This design comes from an exercise in tuning for small area on the open sky130 flow, not from production work.
Only simulation tests tie the RTL to the original design; equivalence was not proved.
The flow treats the clock pin as an ideal source, which a real chip does not have.
Power and IR drop assume default switching activity.

Setup of P:
## N64_Driver
module N64_Driver(
input PCLK,
input PRESERN,
input PSEL,
input PENABLE,
output wire PREADY,
output wire PSLVERR,
input PWRITE,
input [31:0] PADDR,
input wire [31:0] PWDATA,
output reg [31:0] PRDATA,
input wire N64_data,
output wire N64_drive_low,
output reg FABINT
);
Size: about 110 I/O pins, ~4300 sq um of cells after synthesis.
Settings: LEC_CHECK=0, CAP_MARGIN=20, CORE_MARGIN=2, CORE_UTILIZATION=40, SLEW_MARGIN=20; clock period 10.0 ns.
standard.sh (not shown) runs the stock make flow with config.mk's settings and CLKGATE_MAP_FILE= SYNTH_SCRIPT=/design/flow/synth_recipe.tcl, a recipe that flattens the netlist after the stock synthesis.
==> flow/flow/run.sh <==
#!/bin/bash
# Standard ORFS layout with these changes, each tool logging to its own file here:
#  1. after the standard synthesis, its combinational logic is mapped again by
#     ABC for area (flow/remap.abc); the flip-flops are kept as they are;
#  2. flop next-state logic of the form D = (L1 & a) | (L2 & Q) is re-mapped onto
#     one a22o per flop with shared select gates, and dead or half-used cells
#     are trimmed (flow/surgery2.py); flip-flops are untouched;
#  3. a Yosys equivalence check compares the result with the standard netlist;
#     if it fails, the standard netlist is used as it is;
#  4. every input and output port still gets its own buffer, but a buf_1;
#  5. CTS builds the tree from clkbuf_4 and inserts no dummy loads; afterwards
#     clock buffers with a large fanout are upsized (flow/clkfix.tcl).
set -euo pipefail
HERE=$(pwd)
F=$HERE/flow
R=$HERE/orfs/results/${FLOW_PLATFORM}/N64_Driver/base
LIB=$FLOW_HOME/platforms/${FLOW_PLATFORM}/lib/sky130_fd_sc_hd__tt_025C_1v80.lib
YOSYS=$(command -v yosys || echo $FLOW_HOME/../tools/install/yosys/bin/yosys)
OPENROAD=$(command -v openroad || echo $FLOW_HOME/../tools/install/OpenROAD/bin/openroad)
DU=$(sed -n '/DONT_USE_CELLS/,/^$/p' $FLOW_HOME/platforms/${FLOW_PLATFORM}/config.mk | grep -o "sky130_fd_sc_hd__[a-z0-9_]*" | sed 's/^/-dont_use /' | tr '\n' ' ')
ARGS=(BUFFER_PORTS_ARGS="-buffer_cell sky130_fd_sc_hd__buf_1"
      CTS_ARGS="-sink_clustering_enable -repair_clock_nets -dont_use_dummy_load -buf_list {sky130_fd_sc_hd__clkbuf_4}")

bash standard.sh synth > $HERE/log_synth.txt 2>&1
cp $R/1_2_yosys.v $HERE/netlist_std.v
python3 $F/genmodels.py $LIB $HERE/cell_models.v > $HERE/log_models.txt 2>&1

cat > $HERE/remap.ys <<EOY
read_liberty -lib $LIB
read_verilog $HERE/netlist_std.v
hierarchy -top $FLOW_TOP
techmap -map $HERE/cell_models.v
opt -fast
techmap
opt -fast
opt_clean -purge
abc -liberty $LIB $DU -script $F/remap.abc
opt_clean -purge
write_verilog -noattr -noexpr -nohex -nodec $HERE/netlist_remap.v
EOY
$YOSYS -s $HERE/remap.ys > $HERE/log_remap.txt 2>&1
python3 $F/surgery2.py $LIB $HERE/netlist_remap.v $HERE/netlist_rw.v > $HERE/log_surgery.txt 2>&1

cat > $HERE/equiv.ys <<EOY
read_liberty -ignore_miss_func $LIB
read_verilog $HERE/netlist_std.v
rename $FLOW_TOP gold
read_verilog $HERE/netlist_rw.v
rename $FLOW_TOP gate
flatten
opt_clean
equiv_make gold gate eq
hierarchy -top eq
equiv_simple -seq 2
equiv_induct
equiv_status -assert
EOY
if $YOSYS -s $HERE/equiv.ys > $HERE/log_equiv.txt 2>&1 && \
   [ "$(grep -c 'sky130_fd_sc_hd__df' $HERE/netlist_rw.v)" = "$(grep -c 'sky130_fd_sc_hd__df' $HERE/netlist_std.v)" ]; then
  cp $HERE/netlist_rw.v $R/1_2_yosys.v
  echo "using the rewritten netlist" > $HERE/log_choice.txt
else
  echo "equivalence check failed: using the standard netlist" > $HERE/log_choice.txt
fi
rm -f $R/1_synth.odb
bash standard.sh synth > $HERE/log_synth_odb.txt 2>&1
bash standard.sh "${ARGS[@]}" cts > $HERE/log_to_cts.txt 2>&1
CTS_ODB=$R/4_cts.odb LIB_FILE=$LIB CLK_MAX_FANOUT=11 CLK_BIG_BUF=sky130_fd_sc_hd__clkbuf_8 \
  $OPENROAD -no_init -exit $F/clkfix.tcl > $HERE/log_clkfix.txt 2>&1
bash standard.sh "${ARGS[@]}" finish > $HERE/log_layout.txt 2>&1
Other scripts of this flow, unchanged in this note and not shown: flow/flow/clkfix.tcl, flow/flow/genmodels.py, flow/flow/libparse.py, flow/flow/remap.abc, flow/flow/surgery2.py
Looking at the reports, P completed the entire flow and the layout it produced met the timing, DRC and antenna checks.
The inputs of Q differ from those of P as listed below.
diff --git a/flow/flow/run.sh b/flow/flow/run.sh
--- a/flow/flow/run.sh
+++ b/flow/flow/run.sh
@@ -22 +22 @@
-      CTS_ARGS="-sink_clustering_enable -repair_clock_nets -dont_use_dummy_load -buf_list {sky130_fd_sc_hd__clkbuf_4}")
+      CTS_ARGS="-sink_clustering_enable -repair_clock_nets -dont_use_dummy_load -buf_list {sky130_fd_sc_hd__clkbuf_8} -sink_buffer_max_cap_derate 1.0")
Findings:
Wire: Q routes more than P. Of P and Q, the run reporting the higher switching fraction of total power was P. Per the comparison of Q with P, power dissipated in the clock network rose by 30%; tightest hold margin -0.0055 ns; fraction of power consumed by combinational cells dropped 0.3 points.
Inputs modified between Q and R:
diff --git a/flow/flow/run.sh b/flow/flow/run.sh
--- a/flow/flow/run.sh
+++ b/flow/flow/run.sh
@@ -22 +22 @@
-      CTS_ARGS="-sink_clustering_enable -repair_clock_nets -dont_use_dummy_load -buf_list {sky130_fd_sc_hd__clkbuf_8} -sink_buffer_max_cap_derate 1.0")
+      CTS_ARGS="-sink_clustering_enable -repair_clock_nets -dont_use_dummy_load -buf_list {sky130_fd_sc_hd__clkbuf_8} -sink_clustering_size 30 -sink_clustering_max_diameter 100 -sink_clustering_levels 1")
### Flow results
Comparing Q against R, there is no change at all in die area. Reported for R and Q, number of sinks handled by clock tree synthesis turned out identical to the last digit. Comparing Q against R, there is no change at all in wire length of the first global-routing pass. R vs. Q: share of power burned in the clock network essentially unchanged, synthesized cell count stayed essentially flat, global routing usage on met1 about even.

## what the ideal ports hide
How much do the figures lean on ideal ports? The routed layouts below were timed once more, with nothing changed but the port constraints.
Step 1 sets driving cells, clkbuf_16 on the clock port and buf_2 on the other inputs (assumed; they add their load-dependent delay and slew).
Step 2 times the ports against the registers' clock, not the clock port: input delays grow and output delays shrink by t, the midpoint of the rising clock arrivals with the driver on.
Slacks: ideal / step 1 / step 2; pairs: ideal / step 1.
| run | shift t [ns] | slack for setup (ns) | worst hold slack (ns) | worst slew at a driven data input, ns |
|---|---|---|---|---|
| P | 0.409 | 6.824 / 6.839 / 6.430 | 0.445 / 0.445 / 0.445 | 0.03 |
| Q | 0.439 | 6.822 / 6.834 / 6.395 | 0.439 / 0.439 / 0.439 | 0.03 |
| R | 0.439 | 6.822 / 6.834 / 6.395 | 0.439 / 0.439 / 0.439 | 0.03 |
After both steps setup and hold are still met in every run listed.
